Source: an optimization exercise on an open RTL-to-GDS flow (aim: small area). Production flows keep margins and buffers that such runs may drop.
Only simulation tests tie the RTL to the original design; equivalence was not proved.
In runs 2 and 3 the design's own scripts or RTL, not TritonCTS, make the clock network.
The clock port is modelled as an ideal driver, which makes a skipped or thinned clock tree look cheaper than it is; a real chip needs a root buffer or a tree.
Power figures rest on the tool's default switching activity, not on a simulated workload.

==> flow/design.v <==
module WaveGen (
    input wire clk,
    input wire rst,
    input wire hold,
    input wire [3:0] rk,
    input wire [1:0] rt,
    output reg wave
);
reg [26:0] m5;
reg [7:0] m2;
reg [8:0] ign_e;    
reg [8:0] ge2_e;    
reg [7:0] ign_o;    
integer i;
always @(*) begin
    for (i = 0; i < 9; i = i + 1) begin
        ge2_e[i] = (rt == 2'd2) && (i == rk + 1);
        ign_e[i] = (i > rk) && !ge2_e[i];
    end
    for (i = 0; i < 8; i = i + 1)
        ign_o[i] = (i > rk) || ((i == rk) && (rt != 2'd1));
end
reg hit;
always @(*) begin
    hit = 1'b1;
    for (i = 0; i < 9; i = i + 1)
        hit = hit & (m5[3*i+2] | ign_e[i] | (ge2_e[i] & m5[3*i+1]));
    for (i = 0; i < 8; i = i + 1)
        hit = hit & (m2[i] | ign_o[i]);
end
wire past = (rk == 4'd0) && (((rt == 2'd0) && (m2[0] || (|m5[5:3]))) ||
                             ((rt == 2'd1) && (|m5[5:3])));
wire clr = rst | hold | past | hit;
reg [26:0] m5_inc;
reg [7:0] m2_inc;
reg c;
always @(*) begin
    c = 1'b1;
    m5_inc = m5;
    m2_inc = m2;
    for (i = 0; i < 9; i = i + 1) begin
        if (c)
            m5_inc[3*i +: 3] = m5[3*i+2] ? 3'd0 : m5[3*i +: 3] + 1'b1;
        c = c & m5[3*i+2];
        if (i < 8) begin
            if (c)
                m2_inc[i] = ~m2[i];
            c = c & m2[i];
        end
    end
end
always @(posedge clk) begin
    if (clr) begin
        m5 <= 27'd0;
        m2 <= 8'd0;
    end else begin
        m5 <= m5_inc;
        m2 <= m2_inc;
    end
    if (rst)
        wave <= 1'b0;
    else if (!hold && !past && hit)
        wave <= ~wave;
end
endmodule
module SlowClock (
    input wire clk,
    input wire rst,
    output wire tick
);
reg [3:0] sc;
always @(posedge clk) begin
    if (rst)
        sc <= 4'd0;
    else
        sc <= sc + 1'b1;
end
assign tick = (sc == 4'd7);
endmodule
module ButtonFilter (
    input wire clk,
    input wire rst,
    input wire ce,
    input wire btn_i,
    output wire press
);
reg newest;
reg [1:0] run;
reg [9:0] cnt;
reg lvl;
reg lvl_d;
wire stable = (run == 2'd3);
reg [10:0] eq;
integer i;
always @(*) begin
    eq[0] = 1'b1;
    for (i = 1; i < 11; i = i + 1)
        eq[i] = eq[i-1] & ~(cnt[i-1] ^ newest);
end
wire at_top = &(cnt | ~10'd999);
wire done = newest ? at_top : eq[10];
wire step = ce & ~done;
always @(posedge clk) begin
    if (rst)
        cnt <= 10'd999;
    else if (step)
        cnt <= cnt ^ eq[9:0];
end
always @(posedge clk) begin
    if (rst) begin
        newest <= 1'b1;
        run <= 2'd3;
        lvl <= 1'b1;
        lvl_d <= 1'b1;
    end else if (ce) begin
        newest <= btn_i;
        if (btn_i != newest)
            run <= 2'd0;
        else if (run != 2'd3)
            run <= run + 1'b1;
        lvl_d <= lvl;
        if (done && stable)
            lvl <= newest;
    end
end
assign press = lvl_d & ~lvl;
endmodule
module SquareWave (
    input wire clk_100M,
    input wire rst,          
    input wire btn_a_i,      
    input wire btn_b_i,      
    output wire io_b3a
);
wire ce;
SlowClock clock_100K (.clk(clk_100M), .rst(rst), .tick(ce));
wire press_a;
wire press_b;
ButtonFilter buttonFilter_a (.clk(clk_100M), .rst(rst), .ce(ce), .btn_i(btn_a_i), .press(press_a));
ButtonFilter buttonFilter_b (.clk(clk_100M), .rst(rst), .ce(ce), .btn_i(btn_b_i), .press(press_b));
wire [3:0] rk;
wire [1:0] rt;
DivCtl divctl (.clk(clk_100M), .rst(rst), .ce(ce), .press_a(press_a), .press_b(press_b), .rk(rk), .rt(rt));
WaveGen wavegen (.clk(clk_100M), .rst(rst), .hold(press_a | press_b), .rk(rk), .rt(rt), .wave(io_b3a));
endmodule
module DivCtl (
    input wire clk,
    input wire rst,
    input wire ce,
    input wire press_a,
    input wire press_b,
    output reg [3:0] rk,
    output reg [1:0] rt
);
reg pend_up;
reg pend_dn;
reg [3:0] ck;
reg [1:0] ct;
always @(*) begin
    ck = rk;
    ct = rt;
    if (pend_up) begin
        if (rt == 2'd2) begin
            ck = rk + 1'b1;
            ct = 2'd0;
        end else begin
            ct = rt + 1'b1;
        end
    end else if (pend_dn) begin
        if (rt == 2'd0) begin
            ck = rk - 1'b1;
            ct = 2'd2;
        end else begin
            ct = rt - 1'b1;
        end
    end
end
wire at_min = (ck == 4'd0) && (ct == 2'd0);
wire at_max = ck[3];     
wire go_dn = press_a && !at_min;
wire go_up = !go_dn && press_b && !at_max;
always @(posedge clk) begin
    if (rst) begin
        rk <= 4'd7;      
        rt <= 2'd0;
        pend_up <= 1'b0;
        pend_dn <= 1'b0;
    end else if (ce) begin
        rk <= ck;
        rt <= ct;
        pend_up <= go_up;
        pend_dn <= go_dn;
    end
end
endmodule
==> flow/flow/run.sh <==
#!/bin/bash
# Standard layout, with the synthesis's ABC run given an area-oriented
# script (flow/area.abc) in place of ORFS's delay-oriented one, adders left
# to ABC rather than mapped to adder cells, and the clock tree built with
# the options in flow/cts_args.txt, and any make settings in
# flow/make_args.txt (one per line). Everything else, including the
# synthesis script itself, is the standard flow's.
set -euo pipefail
W=$(pwd)
cat > "$W/my_synth.tcl" <<EOT
proc abc {args} {
  set i [lsearch -exact \$args -script]
  if {\$i >= 0} { lset args [expr {\$i + 1}] $W/flow/area.abc }
  yosys abc {*}\$args
}
source $W/synth_recipe.tcl
EOT
sed "s#SYNTH_SCRIPT=[^ ]*#SYNTH_SCRIPT=$W/my_synth.tcl ADDER_MAP_FILE=#" standard.sh > my_standard.sh
grep -q "SYNTH_SCRIPT=$W/my_synth.tcl" my_standard.sh
CTS="$(tr '\n' ' ' < "$W/flow/cts_args.txt")"
if [[ $# -eq 0 ]]; then set -- finish; fi
EXTRA=()
if [[ -f "$W/flow/make_args.txt" ]]; then mapfile -t EXTRA < <(grep -v '^\s*$' "$W/flow/make_args.txt"); fi
bash my_standard.sh "CTS_ARGS=$CTS" "${EXTRA[@]}" "$@" > flow_make.log 2>&1
==> flow/flow/area.abc <==
strash
&get -n
&fraig -x
&put
dc2
strash
&get -n
&dch -f
&nf -R 1000
&put
==> flow/flow/cts_args.txt <==
-sink_clustering_enable -repair_clock_nets -dont_use_dummy_load -buf_list sky130_fd_sc_hd__clkbuf_8 -root_buf sky130_fd_sc_hd__clkbuf_8
==> flow/flow/make_args.txt <==
BUFFER_PORTS_ARGS=-buffer_cell sky130_fd_sc_hd__buf_1
==> flow/standard.sh <==
#!/bin/bash
# synth_recipe.tcl (not shown) runs the flow's synth.tcl, then flattens the netlist and writes it again
# the make line also repeats each setting of config.mk as NAME=value (left out here)
make -C /OpenROAD-flow-scripts/flow DESIGN_CONFIG=/design/flow/config.mk WORK_HOME=/design/flow/orfs CLKGATE_MAP_FILE= SYNTH_SCRIPT=/design/flow/synth_recipe.tcl "${@:-finish}"
==> flow/config.mk <==
export PLATFORM = sky130hd
export DESIGN_NAME = SquareWave
export DESIGN_NICKNAME = SquareWave
export VERILOG_FILES = /design/flow/design.v
export SDC_FILE = /design/flow/constraint.sdc
export NUM_CORES = 4
export LEC_CHECK = 0
export CAP_MARGIN = 0
export CORE_MARGIN = 2
export CORE_UTILIZATION = 65
export SLEW_MARGIN = 0
==> flow/constraint.sdc <==
create_clock -name core_clock -period 12.0 [get_ports {clk_100M}]
set_input_delay 2.4000 -clock core_clock [delete_from_list [all_inputs] [get_ports {clk_100M}]]
set_output_delay 2.4000 -clock core_clock [all_outputs]
set_load 0.01 [all_outputs]
==> results of run 1 <==
[metal layers]
metal,global-route usage,wire length [um],up-vias
met5,0,0,-
met4,0.0911,98,0
met3,0.0674,270,10
met2,0.427,3290,61
met1,0.305,3170,1439
li1,-,-,1617
[state kept, by name, indices dropped and copies added, names as in the netlist, 2 cells and up]
signal / flops
buttonFilter_b.run: 2
divctl.rt: 2
buttonFilter_a.run: 2
wavegen.m2: 8
wavegen.m5: 27
divctl.rk: 4
buttonFilter_b.cnt: 10
buttonFilter_a.cnt: 10
clock_100K.sc: 4
[per-stage QoR]
stage | instances | area, sq um | total power [uW] | utilization
2_1_floorplan | 438 | 3530 | 276 | -
3_3_place_gp | 513 | 3640 | 280 | 0.704
3_5_place_dp | 513 | 3640 | 281 | 0.704
4_1_cts | 522 | 3770 | 426 | 0.728
5_1_grt | 522 | 3770 | 437 | 0.728
6_report | 522 | 3770 | 422 | 0.728
[placed cells by master (no fill, tap or decap), drive strengths merged, types with 4 or more instances in the layout]
cell type	netlist	final
nand4	5	5
o21bai	4	4
and3	13	13
or3	4	4
clkbuf	0	10
xor2	10	10
nor3	29	29
clkinv	10	10
nand3	8	8
a21oi	49	49
buf	0	4
nand2	39	39
dfxtp	78	78
and2	6	6
nor2	68	68
nand2b	5	5
xnor2	10	10
o21ai	31	31
a311oi	4	4
mux2	5	5
a21o	7	7
a31oi	7	7
nor2b	7	7
or2	5	5
a211oi	4	4
[cells by family (layout without fill, tap and decap cells)]
kind of cell	Yosys count	in the layout	synth area share
and+or+nand+nor	201	201	0.273
muxes	5	5	0.0159
AOI/OAI and AO/OA	124	124	0.209
buffers and inverters	10	24	0.0106
DFF	78	78	0.442
xor gates and xnor gates	20	20	0.0496
[cell type report]
cell class | count | area (sq um) | area share
Multi-Input combinational cell | 350 | 1930 | 0.513
Inverter | 10 | 37.5 | 0.00997
Clock buffer | 9 | 124 | 0.0329
Tap cell | 70 | 87.6 | 0.0233
Sequential cell | 78 | 1560 | 0.415
Timing Repair Buffer | 5 | 23.8 | 0.00631
[worst reg2reg max path: cells and delay by family, from the launching register on]
| family | cells | cell delay (ns) |
|---|---|---|
| AND/OR/NAND/NOR | 8 | 1.89 |
| AO/OA/AOI/OAI | 4 | 0.96 |
| flip-flops | 1 | 0.58 |
[power breakdown]
| part | switching (uW) | internal [uW] | total [uW] | leakage [uW] |
|---|---|---|---|---|
| Combinational | 7.77 | 4.35 | 12.1 | 0.000669 |
| Clock | 79.6 | 66.9 | 147 | 0.0000647 |
| Sequential | 2.09 | 261 | 263 | 0.000631 |
| Total | 89.5 | 332 | 422 | 0.00136 |
[worst paths after layout]
path                            slack [ns]  depth (start not counted)             end          start
worst min register to register        0.45                          1   wavegen.m5[0]  wavegen.m5[0]
worst min-delay path                  0.45                          1   wavegen.m5[0]  wavegen.m5[0]
worst max register to register        8.47                         12  wavegen.m5[22]   divctl.rk[2]
worst max-delay path                  7.90                          4  wavegen.m5[22]            rst
==> impl_metrics.toml, run 1 <==
[worst_setup_path]
critPathSlowestCell = "or3b_1"
critPathRequiredTime_ns = 12.24
max_stage_delay_ns = 0.88
start_kind = "input pin"
worst_ep_arrival_time_ns = 4.34
critPathKind = "input pin to register"
cp-end-kind = "register"
critPathTopFamily = "simple AND/OR/NAND/NOR gates"
crit_buf_inv = 1
path_max_fanout = 44
path_cells = "clkbuf_2, or3b_1, a21o_1, a311oi_1"

[die]
io_pins = 5
die_height_um = 77.7
dieWidth_um = 77.7
start_util = 0.683
fp-row-count = 26
die_area_sq_um = 6040
core_area_sq_um = 5170

[clock_tree]
clk_pin_slew_ns = 0.07
cts_tree = "done"
cts_buffer_depth = 2
clk_latency_ns = 0.35
root_buffer = "clkbuf_8"
cts_setup_buffers = 0
numCtsBuffers = 9
cts_resized = 0
cts_hold_buf = 0
htreeDepth = 3
clock-sinks = 78

[route]
avgRoutedWirePerCell_um = 13.1
drcViolationCount = 0
drt_iter0_drc = 216
drt_pass1_iterations = 6
postRouteAntennaNets = 0
vias_per_cell = 5.99
vias = 3127
wirelength_um = 6830

[synthesis]
seq_area_frac_synth = 0.442
synth_common_cells = "78 x dfxtp_1, 68 x nor2_1, 49 x a21oi_1"
netlist.top_cell.by_area = "dfxtp_1"
synth_ff_type = "dfxtp_1"
synthArstFlopShare = 0
synth.area.top_cells = "dfxtp_1 44%, nor2_1 7.2%, a21oi_1 6.9%, o21ai_0 4.4%, nand2_1 4.1%"
yosysMostFrequentCell = "dfxtp_1"
synthesis.area_sq_um = 3530
synth_nets = 442
avgSynthCellArea_sq_um = 8.06
yosysWarnings = 4
synth_cells = 438
ys_ff_latch = 78
synth_top_area_share = 0.442
ys_types = 43
synth-edff-count = 0

[grt]
antenna_found_initial = 0
grt_usage = 0.251
first_global_vias = 2855
grt_first_pass_wirelength_um = 12400
grt_max_degree = 45
grt_overflow = 0

[sta]
layout_setup_ws_ns = 7.90
slew_headroom = 0.375
tns_ns = 0
maxSlewViolCount = 0
fmax_mhz = 244
worst_slew_pin_slew_ns = 0.934
rsz0062_at_grt = "false"
worst_clock_skew_ns = 0.0168
min_period_over_period = 0.342
finalSetupViolCount = 0
final-hold-violation-count = 0
period_needed_ns = 4.10
holdWs_ns = 0.448

[pwr]
power_leakage_uw = 0.00136
ir_drop_mv = 0.104
p_per_area_nw_per_um2 = 112

[layout]
fillers = 411
areaGrowthSynthToFinish_pct = 6.66
n_antenna_cell = 0
nNetsFinal = 458
drive_above_1_share = 0.0243

[placement]
io_buffers = 4
hpwl_um = 4760
place_ws_ns = 7.56
gp_congestion = 0.888

[run]
max_cap_viol_count = 0

[worst_hold_path]
min-delay-path-class = "register to register"

[run_status]
status = "no timing/DRC/antenna violations"
==> inputs of run 2 (changes only) <==
==> flow/flow/run.sh (replaced) <==
#!/bin/bash
# The standard layout (standard.sh) with three changes:
# - synthesis: the standard flow's own script, but Yosys's ABC run gets the
#   area-oriented script flow/area.abc instead of ORFS's delay-oriented
#   one, and adders are left to ABC instead of being mapped to adder cells;
# - clock tree: flow/cts_hook.tcl replaces TritonCTS with a small
#   hand-built tree (a root buffer driving a grid of leaf buffers);
# - the make settings in flow/make_args.txt (one per line).
# Every tool's output goes to flow_make.log and ORFS's logs under orfs/.
set -euo pipefail
W=$(pwd)
cat > "$W/my_synth.tcl" <<EOT
proc abc {args} {
  set i [lsearch -exact \$args -script]
  if {\$i >= 0} { lset args [expr {\$i + 1}] $W/flow/area.abc }
  yosys abc {*}\$args
}
source $W/synth_recipe.tcl
EOT
sed "s#SYNTH_SCRIPT=[^ ]*#SYNTH_SCRIPT=$W/my_synth.tcl ADDER_MAP_FILE=#" standard.sh > my_standard.sh
grep -q "SYNTH_SCRIPT=$W/my_synth.tcl" my_standard.sh
if [[ $# -eq 0 ]]; then set -- finish; fi
EXTRA=()
if [[ -f "$W/flow/make_args.txt" ]]; then mapfile -t EXTRA < <(grep -v '^\s*$' "$W/flow/make_args.txt"); fi
bash my_standard.sh "PRE_CTS_TCL=$W/flow/cts_hook.tcl" "${EXTRA[@]}" "$@" > flow_make.log 2>&1
==> flow/flow/area.abc (replaced) <==
strash
&get -n
&fraig -x
&st
&dc2
&dch -f
&nf -R 1000
&put
==> flow/flow/cts_hook.tcl (new file) <==
# Clock tree by hand, in place of TritonCTS: one leaf buffer for each cell
# of an nx by ny grid over the flip-flops (split by x, then each column by
# y, into equal counts), placed at its flip-flops' centre, and, when
# HAND_CTS_ROOT is set, one root buffer between the clock port and the
# leaves. Every flip-flop is two buffers from the clock port.
proc clock_tree_synthesis {args} {
  set clk_net [get_nets clk_100M]
  set block [ord::get_db_block]
  set dbu [$block getDbUnitsPerMicron]
  set items {}
  foreach p [get_pins -of_objects $clk_net] {
    if {[get_property $p direction] ne "input"} { continue }
    set inst [sta::sta_to_db_inst [get_cells -of_objects $p]]
    set loc [$inst getLocation]
    lappend items [list [lindex $loc 0] [lindex $loc 1] $p]
  }
  set nx 2
  set ny 2
  set cell sky130_fd_sc_hd__clkbuf_8
  if {[info exists ::env(HAND_CTS_NX)]} { set nx $::env(HAND_CTS_NX) }
  if {[info exists ::env(HAND_CTS_NY)]} { set ny $::env(HAND_CTS_NY) }
  set root ""
  if {[info exists ::env(HAND_CTS_CELL)]} { set cell $::env(HAND_CTS_CELL) }
  if {[info exists ::env(HAND_CTS_ROOT)]} { set root $::env(HAND_CTS_ROOT) }
  set items [lsort -integer -index 0 $items]
  set n [llength $items]
  puts "hand CTS: $n sinks, $nx x $ny buffers of $cell"
  set b 0
  set leaves {}
  for {set i 0} {$i < $nx} {incr i} {
    set col [lrange $items [expr {($n * $i) / $nx}] [expr {($n * ($i + 1)) / $nx - 1}]]
    set col [lsort -integer -index 1 $col]
    set m [llength $col]
    for {set j 0} {$j < $ny} {incr j} {
      set grp [lrange $col [expr {($m * $j) / $ny}] [expr {($m * ($j + 1)) / $ny - 1}]]
      set sx 0.0
      set sy 0.0
      set pins {}
      foreach it $grp {
        set sx [expr {$sx + [lindex $it 0]}]
        set sy [expr {$sy + [lindex $it 1]}]
        lappend pins [lindex $it 2]
      }
      set cx [expr {$sx / [llength $grp] / $dbu}]
      set cy [expr {$sy / [llength $grp] / $dbu}]
      puts "hand CTS: buffer $b drives [llength $pins] sinks at ($cx, $cy)"
      insert_buffer -buffer_cell $cell -net $clk_net -load_pins $pins \
        -location [list $cx $cy] -buffer_name hand_clkbuf_$b -net_name hand_clknet_$b
      lappend leaves [list $cx $cy]
      incr b
    }
  }
  if {$root ne ""} {
    # one root buffer between the clock port and the leaf buffers
    set sx 0.0
    set sy 0.0
    foreach l $leaves {
      set sx [expr {$sx + [lindex $l 0]}]
      set sy [expr {$sy + [lindex $l 1]}]
    }
    set pins [get_pins -of_objects $clk_net -filter "direction == input"]
    puts "hand CTS: root $root drives [llength $pins] leaf buffers"
    insert_buffer -buffer_cell $root -net $clk_net -load_pins $pins \
      -location [list [expr {$sx / [llength $leaves]}] [expr {$sy / [llength $leaves]}]] \
      -buffer_name hand_clkroot -net_name hand_clkroot_net
  }
  set_propagated_clock [all_clocks]
}
==> flow/flow/make_args.txt (replaced) <==
BUFFER_PORTS_ARGS=-buffer_cell sky130_fd_sc_hd__buf_1
HAND_CTS_NX=3
HAND_CTS_NY=2
HAND_CTS_CELL=sky130_fd_sc_hd__clkbuf_8
HAND_CTS_ROOT=sky130_fd_sc_hd__clkbuf_2
removed: flow/flow/cts_args.txt
==> run 2 against run 1 <==
  * Still clean on timing, DRC and antenna
  * Cell count down 0.38%
  * Core utilization down 0.81 points
  * Wire length up 2.5%
  * Cell area down 1.7%
  * Sequential share of layout area up 0.73 points
  * Synthesized cell count unchanged
==> impl_metrics.toml, run 2 <==
[run_status]
status = "no timing/DRC/antenna violations"

[worst_setup_path]
cp-end-kind = "register"
r2r-start = "wavegen.m5[2]"
critPathRequiredTime_ns = 12.42
r2r_end = "wavegen.m5[25]"
start_kind = "register"
path_max_fanout = 8
critPathKind = "register to register"
worst_r2r_path_depth = 11
r2r_slack_ns = 8.20
worst_ep_arrival_time_ns = 4.23

[layout]
drive_above_1_share = 0.0178
reg_top3 = "wavegen.m5 (27), buttonFilter_a.cnt (10), buttonFilter_b.cnt (10)"
mostFrequentLayoutCell = "dfxtp_1"
n_antenna_cell = 0
areaGrowthSynthToFinish_pct = 5.64
post_layout_nonfiller_instances = 520
mostFrequentLayoutCells = "78 x dfxtp_1, 60 x nor2_1, 59 x a21oi_1, 38 x nand2_1, 37 x o21ai_0"
nNetsFinal = 456
largest_reg_flops = 27
top_register = "wavegen.m5"

[die]
fp-row-count = 26
die_area_sq_um = 5990
start_util = 0.682
io_pins = 5
core_area_sq_um = 5140
die_height_um = 77.4
dieWidth_um = 77.4

[route]
drt_pass1_iterations = 4
postRouteAntennaNets = 0
drcViolationCount = 0
wirelength_um = 7000
vias_per_cell = 5.88
drt_iter0_drc = 183
vias = 3057
avgRoutedWirePerCell_um = 13.5

[pwr]
ir_drop_mv = 0.0962
power_leakage_uw = 0.00129
p_total_uw = 398
p_per_area_nw_per_um2 = 107

[synthesis]
synth_cells = 438
netlist.top_cell.by_area = "dfxtp_1"
avgSynthCellArea_sq_um = 8.00
synth_common_cells = "78 x dfxtp_1, 60 x nor2_1, 59 x a21oi_1"
synth_nets = 442
seq_area_frac_synth = 0.446
ys_types = 37
yosysWarnings = 4
synthesis.area_sq_um = 3500
synth.area.top_cells = "dfxtp_1 45%, a21oi_1 8.4%, nor2_1 6.4%, o21ai_0 5.3%, nand2_1 4.1%"
synth_top_area_share = 0.446
synthArstFlopShare = 0
synth-edff-count = 0
synth_ff_type = "dfxtp_1"
yosysMostFrequentCell = "dfxtp_1"
ys_ff_latch = 78

[sta]
final-hold-violation-count = 0
period_needed_ns = 3.80
slew_headroom = 0.267
worst_slew_pin_slew_ns = 1.10
worst_clock_skew_ns = 0.00526
tns_ns = 0
min_period_over_period = 0.317
finalSetupViolCount = 0
holdWs_ns = 0.436
fmax_mhz = 263
maxSlewViolCount = 0
rsz0062_at_grt = "false"

[placement]
io_buffers = 4
placedCellCount = 513
hpwl_um = 4840
gp_congestion = 0.887

[clock_tree]
cts_resized = 0
clk_pin_slew_ns = 0.08
clk_latency_ns = 0.49
cts_hold_buf = 0
cts_setup_buffers = 0

[grt]
first_global_vias = 2768
grt_max_degree = 30
antenna_found_initial = 0
grt_first_pass_wirelength_um = 12200
grt_overflow = 0
grt_usage = 0.234

[worst_hold_path]
min_delay_path_depth = 2
min-delay-path-class = "register to register"
hp-start = "buttonFilter_b.lvl_d"
hold_end = "buttonFilter_b.lvl_d"

[run]
max_cap_viol_count = 0
==> run 2: how the worst max path moves through the flow <==
stage / start / slack (ns) / endpoint / depth (start not counted)
finish: wavegen.m5[2] / 8.20 / wavegen.m5[25] / 11
detailed placement: rst / 7.91 / wavegen.m5[22] / 5
global route: wavegen.m5[2] / 7.87 / wavegen.m5[25] / 11
global placement: rst / 7.96 / wavegen.m5[22] / 5
floorplan: rst / 8.45 / wavegen.m5[22] / 3
CTS: wavegen.m5[2] / 8.22 / wavegen.m5[25] / 11
==> run 2: routing by layer <==
layer / GRT usage / vias up / wire length, um
met5: 0 / - / 0
met4: 0.0482 / 0 / 114
met3: 0.0186 / 11 / 169
met2: 0.408 / 27 / 3340
met1: 0.321 / 1401 / 3370
li1: - / 1618 / -
==> run 2: metrics by stage <==
stage / util / area, sq um / setup slack (ns)
floorplan: - / 3500 / 8.45
global placement: 0.703 / 3610 / 7.96
detailed placement: 0.703 / 3610 / 7.91
CTS: 0.720 / 3700 / 8.22
global route: 0.720 / 3700 / 7.87
finish: 0.720 / 3700 / 8.20
==> run 2: layout make-up, clock buffers not listed <==
type	count	area [sq um]
well taps	70	87.6
fillers	459	1440
flip-flops and latches	78	1560
multi-input cells	350	1900
inverters	10	37.5
repair buffers	5	22.5
==> run 2: logic make-up after synthesis <==
family / Yosys count / share of synthesized area
AO/OA/AOI/OAI: 136 / 0.222
AND/OR/NAND/NOR: 189 / 0.257
multiplexers: 3 / 0.00964
flip-flops: 78 / 0.446
XOR/XNOR: 22 / 0.0550
buffers and inverters: 10 / 0.0107
==> run 2: power by group <==
| part | switching, uW | internal [uW] | total, uW |
|---|---|---|---|
| clock network | 76.9 | 46.1 | 123 |
| registers | 2.21 | 261 | 263 |
| logic | 7.90 | 4.07 | 12.0 |
==> run 2: critical path: stages, from the launching register on <==
cell and delay, ns:
dfxtp_1 0.46, nand2_1 0.20, nor3_1 0.65, and3_1 0.39, and3_1 0.31, and3_1 0.33, and3_1 0.34, and3_1 0.37
nand3_1 0.25, nor4b_1 0.29, a21oi_1 0.07, nor2_1 0.08
==> inputs of run 3 (changes only) <==
==> flow/flow/make_args.txt (replaced) <==
BUFFER_PORTS_ARGS=-buffer_cell sky130_fd_sc_hd__buf_1
HAND_CTS_NX=3
HAND_CTS_NY=3
HAND_CTS_CELL=sky130_fd_sc_hd__clkbuf_4
HAND_CTS_ROOT=sky130_fd_sc_hd__clkbuf_2
==> run 3 against run 2 <==
  * Still clean on timing, DRC and antenna
  * Sequential cell count unchanged
  * Sequential power hardly changed
  * Hold slack better by 0.0038 ns
  * Critical path depth stayed put
  * Synthesized cell count did not move
  * Combinational power about the same
  * Setup slack better by 0.027 ns
  * Sequential share of layout area increased by 0.17 points
  * Via count is essentially flat
  * Clock skew up 0.014 ns
==> impl_metrics.toml, run 3 <==
[die]
core_area_sq_um = 5140
die_height_um = 77.4
fp-row-count = 26
io_pins = 5
start_util = 0.682
die_area_sq_um = 5990
dieWidth_um = 77.4

[sta]
worst_clock_skew_ns = 0.0189
rsz0062_at_grt = "false"
period_needed_ns = 3.77
tns_ns = 0
finalSetupViolCount = 0
final-hold-violation-count = 0
slew_headroom = 0.277
maxSlewViolCount = 0
min_period_over_period = 0.315
fmax_mhz = 265
worst_slew_pin_slew_ns = 1.08
layout_setup_ws_ns = 8.23

[route]
drt_pass1_iterations = 4
vias = 3056
vias_per_cell = 5.84
wirelength_um = 6960
avgRoutedWirePerCell_um = 13.3
drt_iter0_drc = 198
postRouteAntennaNets = 0
drcViolationCount = 0

[layout]
n_antenna_cell = 0
reg_top3 = "wavegen.m5 (27), buttonFilter_a.cnt (10), buttonFilter_b.cnt (10)"
largest_reg_flops = 27
drive_above_1_share = 0.0243
utilization = 0.717
nNetsFinal = 459
areaGrowthSynthToFinish_pct = 5.21
fillers = 460
top_register = "wavegen.m5"
mostFrequentLayoutCells = "78 x dfxtp_1, 60 x nor2_1, 59 x a21oi_1, 38 x nand2_1, 37 x o21ai_0"
mostFrequentLayoutCell = "dfxtp_1"

[worst_hold_path]
hp-start = "buttonFilter_b.lvl_d"
min-delay-path-class = "register to register"

[synthesis]
ys_ff_latch = 78
synth.area.top_cells = "dfxtp_1 45%, a21oi_1 8.4%, nor2_1 6.4%, o21ai_0 5.3%, nand2_1 4.1%"
synthArstFlopShare = 0
netlist.top_cell.by_area = "dfxtp_1"
synthesis.area_sq_um = 3500
synth_top_area_share = 0.446
yosysMostFrequentCell = "dfxtp_1"
seq_area_frac_synth = 0.446
synth_nets = 442
synth-edff-count = 0
synth_ff_type = "dfxtp_1"
synth_common_cells = "78 x dfxtp_1, 60 x nor2_1, 59 x a21oi_1"
ys_types = 37
avgSynthCellArea_sq_um = 8.00
yosysWarnings = 4
synth_cells = 438

[worst_setup_path]
start_kind = "register"
crit_buf_inv = 0
cp-end-kind = "register"
critPathRequiredTime_ns = 12.45
r2r-start = "wavegen.m5[2]"
critPathTopFamily = "simple AND/OR/NAND/NOR gates"
critPathSlowestCell = "nor3_1"
max_stage_delay_ns = 0.64
path_max_fanout = 8
path_cells = "nand2_1, nor3_1, and3_1, and3_1, and3_1, and3_1, and3_1, nand3_1, nor4b_1, a21oi_1, nor2_1"
worst_ep_arrival_time_ns = 4.22
crit_top_cell = "and3_1"
critPathLaunch = "wavegen.m5[2]"
critPathKind = "register to register"

[grt]
grt_max_degree = 30
grt_usage = 0.236
grt_overflow = 0
grt_first_pass_wirelength_um = 12200
antenna_found_initial = 0
first_global_vias = 2771

[pwr]
ir_drop_mv = 0.0792
p_comb_frac = 0.031
power_leakage_uw = 0.00129
p_per_area_nw_per_um2 = 105
internal_power_uw = 301
p_seq_frac = 0.676
p_total_uw = 389
swShare = 0.226
p_switching_uw = 87.7
clkPwrFrac = 0.293

[clock_tree]
cts_hold_buf = 0
clk_latency_ns = 0.52
clk_pin_slew_ns = 0.09
cts_resized = 0
cts_setup_buffers = 0

[placement]
gp_congestion = 0.887
io_buffers = 4
hpwl_um = 4840
place_ws_ns = 7.91

[run]
max_cap_viol_count = 0

[run_status]
status = "no timing/DRC/antenna violations"
run 3: through the flow:
stage / hold WS (ns) / cell area (sq um) / cells
global route: 0.466 / 3690 / 523
floorplan: 0.408 / 3500 / 438
finish: 0.439 / 3690 / 523
CTS: 0.439 / 3690 / 523
global placement: 0.416 / 3610 / 513
detailed placement: 0.421 / 3610 / 513
run 3: final timing paths:
kind                            depth (start not counted)              endpoint  slack (ns)
worst max register to register                         11        wavegen.m5[25]        8.23
worst max-delay path                                   11        wavegen.m5[25]        8.23
worst min-delay path                                    2  buttonFilter_b.lvl_d        0.44
worst min register to register                          2  buttonFilter_b.lvl_d        0.44
run 3: area by class of cell, clock buffers not listed:
cell class              count  area [sq um]  share of cell area
multi-input cells         350          1900               0.517
flip-flops and latches     78          1560               0.424
well taps                  70          87.6              0.0238
inverters                  10          37.5              0.0102
repair buffers              5          22.5             0.00611
run 3: power by group through the flow:
stage / Clock, uW / Sequential [uW] / Combinational [uW]
4_1_cts: 117 / 263 / 11.9
6_report: 114 / 263 / 11.9
2_1_floorplan: 0 / 268 / 7.89
5_1_grt: 126 / 263 / 13.5
3_3_place_gp: 0 / 269 / 11.6
3_5_place_dp: 0 / 269 / 11.9
run 3: worst min-delay path: cells and delay by family, from the launching register on:
family           cells  cell delay, ns
flip-flops           1            0.32
AND/OR/NAND/NOR      2            0.09
run 3: metal layers:
layer,vias to the layer above,track usage,part of all wire
met4,0,0.0518,0.018
met5,-,0,0
met2,32,0.403,0.47
li1,1630,-,-
met3,11,0.0233,0.030
met1,1383,0.326,0.48
run 3: logic make-up (layout without fill, tap and decap cells):
logic type,after synthesis,in the layout,share of synthesized area
compound gates,136,136,0.222
xor+xnor,22,22,0.0550
simple gates,189,189,0.257
buf+inv,10,25,0.0107
flops,78,78,0.446
mux,3,3,0.00964

-- afterwards: timing with drivers on the ports --
Ports are ideal in the flow. The routed layouts listed here were re-timed in OpenROAD. Step 1 assumes that a clkbuf_16 drives the clock port and a buf_2 every other input. Step 2 adds t to the input delays and takes it off the output delays; t is the mean of the earliest and latest rising clock arrival at the registers after step 1. Input paths then give back, and output paths get back, about the clock's delay inside the block. Three values: no drivers, after step 1, after step 2; two values: the first two.
run | t (ns) | setup WS [ns] | worst setup path after step 2 | slew at the worst register clock pin (ns)
run 1 | 0.370 | 7.897 / 7.907 / 7.537 | input to register | 0.08 / 0.08
run 2 | 0.516 | 8.198 / 8.198 / 7.872 | input to register | 0.08 / 0.08
run 3 | 0.536 | 8.226 / 8.226 / 7.899 | input to register | 0.11 / 0.11
After both steps every run listed still meets setup and hold. For run 1, which loses most, drivers alone change the setup slack by +0.010 ns; drivers and shift together by -0.360 ns.
